Context: an optimization exercise on an open-source flow, tuned for small area and a short achievable clock period. The choices shown serve that exercise and are no tape-out recipe.
No activity file was given, so power comes from the tool's default toggle rates.

==> run a: inputs <==
Design cordic_top, start of the top module:
module cordic_top (
    input  logic clk,
    input  logic signed[15:0] angle,
    output logic signed[15:0] sin, cos
);
    CORDIC_pipelined dut_basic(
        .clk(clk),
        .angle(angle),
        .sin(sin),
        .cos(cos)
    );
endmodule
==> module cordic_htab, before the edit <==
module cordic_htab(d, q);
  input [7:0] d;
  wire [7:0] d;
  output [18:0] q;
  wire [18:0] q;
  wire _0_;
  wire _10_;
  wire _11_;
  wire _12_;
  wire _13_;
  wire _14_;
  wire _15_;
  wire _16_;
  wire _17_;
  wire _18_;
  wire _19_;
  wire _1_;
  wire _20_;
  wire _21_;
  wire _22_;
  wire _23_;
  wire _24_;
  wire _25_;
  wire _26_;
  wire _27_;
  wire _28_;
  wire _29_;
  wire _2_;
  wire _30_;
  wire _31_;
  wire _32_;
  wire _33_;
  wire _34_;
  wire _35_;
  wire _36_;
  wire _37_;
  wire _38_;
  wire _39_;
  wire _3_;
  wire _40_;
  wire _41_;
  wire _42_;
  wire _43_;
  wire _44_;
  wire _45_;
  wire _46_;
  wire _47_;
  wire _48_;
  wire _49_;
  wire _4_;
  wire _50_;
  wire _51_;
  wire _52_;
  wire _53_;
  wire _54_;
  wire _55_;
  wire _56_;
  wire _57_;
  wire _58_;
  wire _59_;
  wire _5_;
  wire _60_;
  wire _61_;
  wire _62_;
  wire _63_;
  wire _64_;
  wire _65_;
  wire _66_;
  wire _67_;
  wire _68_;
  wire _69_;
  wire _6_;
  wire _70_;
  wire _71_;
  wire _72_;
  wire _73_;
  wire _74_;
  wire _7_;
  wire _8_;
  wire _9_;
  assign _23_ = ~d[5];
  assign _22_ = ~_47_;
  assign q[0] = _25_ | _28_;
  assign _21_ = _30_ & ~(_23_);
  assign q[11] = _34_ & ~(_21_);
  assign _20_ = q[11] & _29_;
  assign _19_ = _20_ | _24_;
  assign _18_ = d[6] & d[5];
  assign _17_ = _18_ & ~(_47_);
  assign _16_ = _17_ | d[7];
  assign _15_ = d[1] & ~(_16_);
  assign q[6] = _15_ ^ _19_;
  assign q[1] = q[0] & ~(q[6]);
  assign _14_ = ~(_42_ | _46_);
  assign _13_ = ~(_14_ & q[1]);
  assign q[4] = _22_ & ~(_13_);
  assign q[5] = q[4] & ~(_23_);
  assign q[18] = _24_ & ~(q[5]);
  assign _12_ = _21_ | _37_;
  assign q[16] = q[18] & ~(_12_);
  assign _11_ = d[2] & ~(d[1]);
  assign _10_ = ~(_11_ | _47_);
  assign _9_ = _28_ & ~(_10_);
  assign _8_ = _9_ | ~(_13_);
  assign _7_ = _47_ & ~(_23_);
  assign _6_ = _8_ & ~(_7_);
  assign q[15] = _37_ ? d[5] : _6_;
  assign _5_ = d[3] & ~(_41_);
  assign _4_ = _5_ | d[4];
  assign _3_ = ~(_5_ | _40_);
  assign _2_ = _11_ & ~(_47_);
  assign _1_ = ~(_2_ | _3_);
  assign _0_ = ~(_1_ | d[1]);
  assign _74_ = _22_ & ~(_0_);
  assign _73_ = _4_ & ~(_74_);
  assign _72_ = _28_ & ~(_73_);
  assign _71_ = ~(_34_ | _42_);
  assign _70_ = ~(_71_ | _29_);
  assign _69_ = ~(_70_ & _1_);
  assign _68_ = d[4] & ~(_40_);
  assign _67_ = _68_ | _38_;
  assign _66_ = _69_ & ~(_67_);
  assign q[14] = _66_ | _72_;
  assign _65_ = _70_ ^ _1_;
  assign q[13] = q[0] & ~(_65_);
  assign _64_ = _23_ & ~(_47_);
  assign _63_ = _14_ & ~(_64_);
  assign q[12] = q[1] & ~(_63_);
  assign _62_ = ~(d[6] & d[1]);
  assign _61_ = _62_ & ~(d[2]);
  assign _60_ = _61_ | _16_;
  assign _59_ = _60_ | ~(_13_);
  assign _58_ = _22_ & ~(_59_);
  assign _57_ = _58_ | _23_;
  assign _56_ = _64_ & ~(_59_);
  assign _55_ = _56_ | d[7];
  assign q[10] = _57_ & ~(_55_);
  assign _54_ = _59_ | ~(d[3]);
  assign _53_ = d[4] | d[7];
  assign _52_ = _54_ & ~(_53_);
  assign q[9] = _52_ | _58_;
  assign _51_ = ~(d[3] | d[7]);
  assign q[8] = _59_ ? _51_ : d[3];
  assign _50_ = q[1] & ~(_14_);
  assign _49_ = _42_ & ~(q[11]);
  assign _48_ = ~(_49_ | _59_);
  assign q[7] = _48_ | _50_;
  assign q[3] = d[3] & ~(_13_);
  assign q[2] = ~_13_;
  assign _47_ = ~(d[3] & d[4]);
  assign _46_ = ~(d[2] | d[1]);
  assign _45_ = _46_ | _47_;
  assign _44_ = d[0] | d[7];
  assign _43_ = d[6] & ~(_44_);
  assign _42_ = d[2] & d[1];
  assign _41_ = d[5] & ~(_42_);
  assign _40_ = _41_ & ~(d[3]);
  assign _39_ = _40_ & ~(d[4]);
  assign _38_ = _39_ | ~(_43_);
  assign _37_ = _45_ & ~(_38_);
  assign _36_ = _37_ & ~(d[5]);
  assign _35_ = ~(d[0] | d[5]);
  assign _34_ = ~(d[6] | d[7]);
  assign _33_ = d[0] ^ d[5];
  assign _32_ = ~(d[2] | d[0]);
  assign _31_ = _32_ | _45_;
  assign _30_ = d[2] & ~(_47_);
  assign _29_ = _33_ ? _31_ : _30_;
  assign _28_ = _34_ & ~(_29_);
  assign _27_ = _28_ & ~(_35_);
  assign q[17] = _27_ | _36_;
  assign _26_ = d[5] & ~(_45_);
  assign _25_ = _43_ & ~(_26_);
  assign _24_ = _25_ | _27_;
endmodule
clock: 3.3 ns
lec_check: 0
abc_area: 1
cap_margin: 20
core_margin: 2
core_utilization: 45
cts_buf_list: sky130_fd_sc_hd__clkbuf_8
setup_slack_margin: 1.4
slew_margin: 20
standard.sh (not shown) runs the stock make flow with config.mk's settings and CLKGATE_MAP_FILE= SYNTH_SCRIPT=/design/flow/synth_recipe.tcl, a recipe that flattens the netlist after the stock synthesis.
==> flow/flow/run.sh <==
#!/bin/bash
# The standard layout (standard.sh: the standard flow's synthesis and ORFS flow, unchanged), except:
# - the port buffers ORFS puts on every input and output are plain buffers
#   (sky130_fd_sc_hd__buf_1) instead of the delay buffer buffer_ports picks by default;
# - clock tree synthesis gets ORFS's usual arguments plus -dont_use_dummy_load, so it
#   adds no load-only inverters to the clock tree.
set -euo pipefail
export BUFFER_PORTS_ARGS="-buffer_cell sky130_fd_sc_hd__buf_1"
export CTS_ARGS="-sink_clustering_enable -repair_clock_nets -buf_list sky130_fd_sc_hd__clkbuf_8 -dont_use_dummy_load"
bash standard.sh > standard.log 2>&1
==> run b (differences from run a) <==
--- a/flow/design.v
+++ b/flow/design.v
@@ -922,2 +922,3 @@
   wire _74_;
+  wire _75_;
   wire _7_;
@@ -925,96 +926,97 @@
   wire _9_;
-  assign _23_ = ~d[5];
-  assign _22_ = ~_47_;
-  assign q[0] = _25_ | _28_;
-  assign _21_ = _30_ & ~(_23_);
-  assign q[11] = _34_ & ~(_21_);
-  assign _20_ = q[11] & _29_;
-  assign _19_ = _20_ | _24_;
-  assign _18_ = d[6] & d[5];
-  assign _17_ = _18_ & ~(_47_);
-  assign _16_ = _17_ | d[7];
-  assign _15_ = d[1] & ~(_16_);
-  assign q[6] = _15_ ^ _19_;
-  assign q[1] = q[0] & ~(q[6]);
-  assign _14_ = ~(_42_ | _46_);
-  assign _13_ = ~(_14_ & q[1]);
-  assign q[4] = _22_ & ~(_13_);
-  assign q[5] = q[4] & ~(_23_);
-  assign q[18] = _24_ & ~(q[5]);
-  assign _12_ = _21_ | _37_;
+  assign _24_ = ~(d[0] | d[5]);
+  assign _23_ = _24_ | d[6];
+  assign _22_ = _25_ & ~(_23_);
+  assign _21_ = _27_ & ~(_22_);
+  assign _20_ = ~(_21_ | _40_);
+  assign q[17] = _20_ & ~(_29_);
+  assign _19_ = _42_ | _26_;
+  assign _18_ = _19_ & _32_;
+  assign q[0] = _18_ | _38_;
+  assign _17_ = ~d[1];
+  assign _16_ = _21_ ^ _17_;
+  assign q[1] = q[0] & ~(_16_);
+  assign _15_ = _37_ | _43_;
+  assign _14_ = _15_ | ~(q[1]);
+  assign q[4] = ~(_14_ | _47_);
+  assign q[5] = q[4] & ~(_26_);
+  assign _13_ = q[0] & ~(_21_);
+  assign q[18] = _13_ & ~(q[5]);
+  assign _12_ = _30_ | ~(_25_);
   assign q[16] = q[18] & ~(_12_);
-  assign _11_ = d[2] & ~(d[1]);
-  assign _10_ = ~(_11_ | _47_);
-  assign _9_ = _28_ & ~(_10_);
-  assign _8_ = _9_ | ~(_13_);
-  assign _7_ = _47_ & ~(_23_);
-  assign _6_ = _8_ & ~(_7_);
-  assign q[15] = _37_ ? d[5] : _6_;
-  assign _5_ = d[3] & ~(_41_);
-  assign _4_ = _5_ | d[4];
-  assign _3_ = ~(_5_ | _40_);
-  assign _2_ = _11_ & ~(_47_);
-  assign _1_ = ~(_2_ | _3_);
-  assign _0_ = ~(_1_ | d[1]);
-  assign _74_ = _22_ & ~(_0_);
-  assign _73_ = _4_ & ~(_74_);
-  assign _72_ = _28_ & ~(_73_);
-  assign _71_ = ~(_34_ | _42_);
-  assign _70_ = ~(_71_ | _29_);
-  assign _69_ = ~(_70_ & _1_);
-  assign _68_ = d[4] & ~(_40_);
-  assign _67_ = _68_ | _38_;
-  assign _66_ = _69_ & ~(_67_);
-  assign q[14] = _66_ | _72_;
-  assign _65_ = _70_ ^ _1_;
-  assign q[13] = q[0] & ~(_65_);
-  assign _64_ = _23_ & ~(_47_);
-  assign _63_ = _14_ & ~(_64_);
-  assign q[12] = q[1] & ~(_63_);
-  assign _62_ = ~(d[6] & d[1]);
-  assign _61_ = _62_ & ~(d[2]);
-  assign _60_ = _61_ | _16_;
-  assign _59_ = _60_ | ~(_13_);
-  assign _58_ = _22_ & ~(_59_);
-  assign _57_ = _58_ | _23_;
-  assign _56_ = _64_ & ~(_59_);
-  assign _55_ = _56_ | d[7];
-  assign q[10] = _57_ & ~(_55_);
-  assign _54_ = _59_ | ~(d[3]);
+  assign _11_ = _41_ | _48_;
+  assign _10_ = _17_ & ~(_11_);
+  assign _9_ = q[0] & ~(_10_);
+  assign _8_ = ~_47_;
+  assign _7_ = _21_ & ~(_8_);
+  assign _6_ = _7_ | _40_;
+  assign _5_ = _6_ | ~(_9_);
+  assign _4_ = _5_ & ~(_29_);
+  assign q[15] = _4_ | q[4];
+  assign _3_ = _40_ | ~(d[4]);
+  assign _2_ = d[6] & ~(_19_);
+  assign _1_ = _2_ | d[7];
+  assign _0_ = d[6] & d[1];
+  assign _75_ = _45_ & ~(_0_);
+  assign _74_ = _75_ | _1_;
+  assign _73_ = _74_ | ~(_14_);
+  assign _72_ = _8_ & ~(_73_);
+  assign _71_ = ~(d[5] | d[7]);
+  assign _70_ = ~_71_;
+  assign _69_ = _72_ ? _26_ : _70_;
+  assign _68_ = _69_ | d[6];
+  assign _67_ = _68_ & ~(_37_);
+  assign _66_ = ~d[3];
+  assign _65_ = _40_ ^ _66_;
+  assign _64_ = _65_ ^ _67_;
+  assign q[13] = _9_ & ~(_64_);
+  assign _63_ = _17_ & ~(q[13]);
+  assign _62_ = d[3] & ~(_63_);
+  assign _61_ = _62_ | _3_;
+  assign _60_ = d[3] & ~(_40_);
+  assign _59_ = d[4] ? _40_ : _60_;
+  assign _58_ = _59_ & q[13];
+  assign _57_ = _58_ | _29_;
+  assign q[14] = _61_ & ~(_57_);
+  assign _56_ = _42_ | d[5];
+  assign _55_ = _56_ & ~(_15_);
+  assign q[12] = q[1] & ~(_55_);
+  assign q[11] = _25_ & ~(_39_);
+  assign q[10] = ~_69_;
+  assign _54_ = _73_ | _66_;
   assign _53_ = d[4] | d[7];
   assign _52_ = _54_ & ~(_53_);
-  assign q[9] = _52_ | _58_;
+  assign q[9] = _52_ | _72_;
   assign _51_ = ~(d[3] | d[7]);
-  assign q[8] = _59_ ? _51_ : d[3];
-  assign _50_ = q[1] & ~(_14_);
-  assign _49_ = _42_ & ~(q[11]);
-  assign _48_ = ~(_49_ | _59_);
-  assign q[7] = _48_ | _50_;
-  assign q[3] = d[3] & ~(_13_);
-  assign q[2] = ~_13_;
+  assign q[8] = _73_ ? _51_ : d[3];
+  assign _50_ = _15_ & ~(q[11]);
+  assign _49_ = ~(_50_ | _74_);
+  assign q[7] = q[1] ? _15_ : _49_;
+  assign q[6] = _16_ & ~(_1_);
+  assign q[3] = d[3] & ~(_14_);
+  assign q[2] = ~_14_;
+  assign _48_ = ~(d[0] ^ d[5]);
   assign _47_ = ~(d[3] & d[4]);
-  assign _46_ = ~(d[2] | d[1]);
-  assign _45_ = _46_ | _47_;
-  assign _44_ = d[0] | d[7];
-  assign _43_ = d[6] & ~(_44_);
-  assign _42_ = d[2] & d[1];
-  assign _41_ = d[5] & ~(_42_);
-  assign _40_ = _41_ & ~(d[3]);
-  assign _39_ = _40_ & ~(d[4]);
-  assign _38_ = _39_ | ~(_43_);
-  assign _37_ = _45_ & ~(_38_);
-  assign _36_ = _37_ & ~(d[5]);
-  assign _35_ = ~(d[0] | d[5]);
-  assign _34_ = ~(d[6] | d[7]);
-  assign _33_ = d[0] ^ d[5];
-  assign _32_ = ~(d[2] | d[0]);
-  assign _31_ = _32_ | _45_;
-  assign _30_ = d[2] & ~(_47_);
-  assign _29_ = _33_ ? _31_ : _30_;
-  assign _28_ = _34_ & ~(_29_);
-  assign _27_ = _28_ & ~(_35_);
-  assign q[17] = _27_ | _36_;
-  assign _26_ = d[5] & ~(_45_);
-  assign _25_ = _43_ & ~(_26_);
-  assign _24_ = _25_ | _27_;
+  assign _46_ = d[2] & ~(_47_);
+  assign _45_ = ~d[2];
+  assign _44_ = _47_ | _45_;
+  assign _43_ = ~(d[2] | d[1]);
+  assign _42_ = _43_ | _47_;
+  assign _41_ = d[5] ? _44_ : _42_;
+  assign _40_ = _48_ ? _46_ : _41_;
+  assign _39_ = d[6] | d[7];
+  assign _38_ = ~(_39_ | _40_);
+  assign _37_ = d[2] & d[1];
+  assign _36_ = d[4] | ~(d[5]);
+  assign _35_ = _36_ | d[3];
+  assign _34_ = _35_ | _37_;
+  assign _33_ = d[0] | ~(d[6]);
+  assign _32_ = ~(_33_ | d[7]);
+  assign _31_ = ~(_32_ & _42_);
+  assign _30_ = _34_ & ~(_31_);
+  assign _29_ = ~(_30_ | _38_);
+  assign _28_ = _44_ & ~(d[6]);
+  assign _27_ = _28_ | d[0];
+  assign _26_ = ~d[5];
+  assign _25_ = _44_ | _26_;
 endmodule
==> flow/flow/run.sh (replaced) <==
#!/bin/bash
# The standard layout (standard.sh: the standard flow's synthesis and ORFS flow, unchanged), except:
# - the port buffers ORFS puts on every input and output are plain buffers
#   (sky130_fd_sc_hd__buf_2) instead of the delay buffer buffer_ports picks by default;
# - clock tree synthesis gets ORFS's usual arguments plus -dont_use_dummy_load, so it
#   adds no load-only inverters to the clock tree.
set -euo pipefail
export BUFFER_PORTS_ARGS="-buffer_cell sky130_fd_sc_hd__buf_2"
export CTS_ARGS="-sink_clustering_enable -repair_clock_nets -buf_list sky130_fd_sc_hd__clkbuf_8 -dont_use_dummy_load"
bash standard.sh > standard.log 2>&1
--- a/flow/config.mk
+++ b/flow/config.mk
@@ -12,3 +12,3 @@
 export CTS_BUF_LIST = sky130_fd_sc_hd__clkbuf_8
-export SETUP_SLACK_MARGIN = 1.4
+export SETUP_SLACK_MARGIN = 1.3
 export SLEW_MARGIN = 20
==> run c (differences from run a) <==
==> flow/run.sh (new file) <==
#!/bin/bash
# synth_recipe.tcl (not shown) runs the flow's synth.tcl, then flattens the netlist and writes it again
# the make line also repeats each setting of config.mk as NAME=value (left out here)
make -C /OpenROAD-flow-scripts/flow DESIGN_CONFIG=/design/flow/config.mk WORK_HOME=/design/flow/orfs CLKGATE_MAP_FILE= SYNTH_SCRIPT=/design/flow/synth_recipe.tcl finish
removed: flow/flow/run.sh
removed: flow/standard.sh
==> comparison table <==
metric                                                                           run a                     run b                     run c
Post-cts resize count                                                               36                        42                        65
Maximum number of pins on one net before global-route repair                        33                        49                        33
Power in combinational cells                                                   5.64 mW                   5.66 mW                   5.73 mW
Relative area of non-clock buffer cells in the final design                     0.0526                    0.0559                    0.0757
Clock Network Area Fraction                                                     0.0253                    0.0251                    0.0436
Internal power component                                                       5.15 mW                   5.23 mW                   5.47 mW
Wire length after detailed routing                                            29000 um                  28300 um                  28400 um
Adder-cell share of the synthesized area                                        0.0339                    0.0298                    0.0339
Post-layout instance count excluding filler cells                                 1359                      1321                      1371
R2r endpoint                                                  dut_basic.cos[3]$_DFF_P_  dut_basic.sin[8]$_DFF_P_  dut_basic.cos[1]$_DFF_P_
DP Worst Slack                                                                0.986 ns                  0.940 ns                   1.08 ns
Inverters                                                                          143                       145                       143
Met1 routing resource usage after global routing                                 0.338                     0.327                     0.329
Initial cell density of the core                                                 0.455                     0.460                     0.455
Final instance area                                                          9260 um^2                 9310 um^2                 9690 um^2
Setup slack, reg-to-reg                                                        1.38 ns                   1.28 ns                   1.40 ns
Multi-input combinational area share                                             0.443                     0.444                     0.423
Smallest hold slack                                                           0.275 ns                  0.284 ns                  0.324 ns
Net Sw Power                                                                   5.27 mW                   5.15 mW                   5.42 mW
Relative slew margins                                                            0.595                     0.554                     0.570
Result of the run                                     no timing/DRC/antenna violations  no timing/DRC/antenna violations  no timing/DRC/antenna violations
Hold/Removal Path Class                                          primary input to flop     primary input to flop              flop to flop
Power Density                                                             1130 nW/um^2              1120 nW/um^2              1120 nW/um^2
Clock network power share                                                        0.109                     0.109                     0.144
CP endpoint                                                   dut_basic.cos[3]$_DFF_P_  dut_basic.sin[8]$_DFF_P_  dut_basic.cos[1]$_DFF_P_
No run of this note included a check of the RTL's function; only the layout flow was run.

## port drivers added, routing unchanged
Ports are ideal in the flow. The routed layouts listed here were re-timed in OpenROAD. Step 1 sets driving cells, clkbuf_16 on the clock port and buf_2 on the other inputs (assumed; they add their load-dependent delay and slew). Step 2, shift: input delay + t, output delay - t, t = (earliest + latest rising clock arrival at the registers) / 2. This alone moves slack from input paths to output paths. a / b / c = ideal / step 1 / step 2; a / b = the first two.
run | shift t [ns] | setup WS [ns] | worst setup path at the end | pins driven straight from the clock port
run a | 0.495 | 1.382 / 1.382 / 1.382 | register to register | 1
run b | 0.484 | 1.278 / 1.278 / 1.278 | register to register | 1
run c | 0.510 | 1.397 / 1.397 / 1.397 | register to register | 1
After both steps every run listed still meets setup and hold.
